This design comes from an exercise in tuning for small area, a short achievable clock period and few clock cycles on the open sky130 flow, not from production work.
Function was checked by simulation only, so behaviour that the tests miss may differ from the original.
Power figures rest on the tool's default switching activity, not on a simulated workload.

Setup of red:
// chip8_cpu
module chip8_cpu (
    input wire clk,
    input wire reset,
    input wire [7:0] mem_data_in,
    input wire [15:0] key_pressed,
    output wire mem_read,
    output reg [11:0] mem_addr_out,
    output reg [7:0] mem_data_out,
    output reg mem_write
);
Size in the first run: roughly 2,100 cells after synthesis, ~480 flip-flops, roughly 48 I/O pins.
export LEC_CHECK = 0
export CAP_MARGIN = 20
export CORE_MARGIN = 2
export CORE_UTILIZATION = 60
export CTS_BUF_LIST = sky130_fd_sc_hd__clkbuf_8
export CTS_CLUSTER_DIAMETER = 50
export CTS_CLUSTER_SIZE = 16
export SLEW_MARGIN = 20
export TNS_END_PERCENT = 10
create_clock -name core_clock -period 12.0 [get_ports {clk}]
standard.sh (not shown) runs the stock make flow with config.mk's settings and CLKGATE_MAP_FILE= SYNTH_SCRIPT=/design/flow/synth_recipe.tcl, a recipe that flattens the netlist after the stock synthesis.
==> flow/flow/run.sh <==
#!/bin/bash
# Standard ORFS layout (the standard.sh: unchanged synthesis and steps), with
# - the port buffers that buffer_ports adds made buf_4 instead of its default
#   (a slow delay buffer), so input and output paths start from a fast buffer.
set -euo pipefail
export SETUP_SLACK_MARGIN=8.6
export BUFFER_PORTS_ARGS="-buffer_cell sky130_fd_sc_hd__buf_4"
bash standard.sh > standard_make.log 2>&1
Testbench counts of red, summed over its fixed seeds: cycles 204,165.
Inputs modified between red and blue:
Settings: CTS_CLUSTER_SIZE now 12, was 16; CTS_CLUSTER_DIAMETER now 40, was 50; TNS_END_PERCENT no longer set, was 10.
==> flow/flow/run.sh <==
#!/bin/bash
# Standard ORFS layout (the standard.sh: unchanged synthesis and steps), with
# - the port buffers that buffer_ports adds made buf_4 instead of its default
#   (a slow delay buffer), so input and output paths start from a fast buffer.
set -euo pipefail
export SETUP_SLACK_MARGIN=8
export BUFFER_PORTS_ARGS="-buffer_cell sky130_fd_sc_hd__buf_4"
bash standard.sh > standard_make.log 2>&1
==> results.txt <==
In the reports for red and blue, the smaller shortest period the worst path allows belongs to red. For red, the highest-delay cell along the critical path was sky130_fd_sc_hd__a222oi_1, unlike blue, where it was sky130_fd_sc_hd__a31oi_4. Delta (blue minus red): combinational fraction of design power fell 4.3 points, number of gates resized after cts went down by 160, core utilization shows a reduction of 1.6 points. blue and red ended up with roughly the same share of the final layout cell area in multi-input gates.
Input-level comparison between green and blue:
Settings: changing CTS_CLUSTER_SIZE from 12 to 16; changing CTS_CLUSTER_DIAMETER from 40 to 50.
==> flow/flow/run.sh <==
#!/bin/bash
# Standard ORFS layout (the standard.sh: unchanged synthesis and steps), with
# - the port buffers that buffer_ports adds made buf_4 instead of its default
#   (a slow delay buffer), so input and output paths start from a fast buffer.
set -euo pipefail
export SETUP_SLACK_MARGIN=8.7
export BUFFER_PORTS_ARGS="-buffer_cell sky130_fd_sc_hd__buf_4"
bash standard.sh > standard_make.log 2>&1
==> results.txt <==
- Summary of green over blue: maximum frequency fell by 2.2%; quantity of I/O buffers inserted on ports held steady; worst-case hold slack +9.2 ps.
### green -> orange
Settings: CORE_UTILIZATION changed from 60 to 55.
==> flow/flow/run.sh <==
#!/bin/bash
# Standard ORFS layout (the standard.sh: unchanged synthesis and steps), with
# - the port buffers that buffer_ports adds made buf_4 instead of its default
#   (a slow delay buffer), so input and output paths start from a fast buffer.
set -euo pipefail
export SETUP_SLACK_MARGIN=8
export BUFFER_PORTS_ARGS="-buffer_cell sky130_fd_sc_hd__buf_4"
bash standard.sh > standard_make.log 2>&1
--- outcome ---
Between orange and green, wire length on met1 is higher for green, orange comes in under that.
Post-CTS repair timing setup buffer count | orange below green
On cell row count: between orange and green, it ends up lower for green.
The share of the final layout cell area in multi-input gates was comparable across orange and green.
orange has first-pass GRT wire length below what green had.
The final reports for orange and green show relative contribution of the clock network to total power higher in the former.
Looking at overall fraction of global-route tracks in use, orange sits 6.9 points lower than green does.
Clock transition at the registers of the reported paths: orange vs green, no meaningful difference
green reports its cell at the slowest stage of the critical path as sky130_fd_sc_hd__a2111o_1 while orange reports sky130_fd_sc_hd__a222oi_1.

[separate check: timing with driven ports]
No port has a modelled driver above. Below, the same layouts with a new extraction and two added sets of constraints.
Step 1 assumes that a clkbuf_16 drives the clock port and a buf_2 every other input.
Step 2 adds t to the input delays and takes it off the output delays; t is the mean of the earliest and latest rising clock arrival at the registers after step 1. Input paths then give back, and output paths get back, about the clock's delay inside the block.
a / b / c = ideal ports / drivers / drivers and shift; a / b = the first two.
run	t, ns	slack for setup (ns)	slew at the worst register clock pin (ns)	cell pins on the clock port's net
red	0.714	8.087 / 7.977 / 7.264	0.10 / 0.10	1
blue	0.708	7.955 / 7.948 / 7.240	0.08 / 0.08	1
green	0.727	7.866 / 7.866 / 7.245	0.12 / 0.12	1
orange	0.710	7.971 / 7.971 / 7.300	0.10 / 0.10	1
After both steps every run listed still meets setup and hold. For red, which loses most, drivers alone change the setup slack by -0.110 ns; drivers and shift together by -0.823 ns.
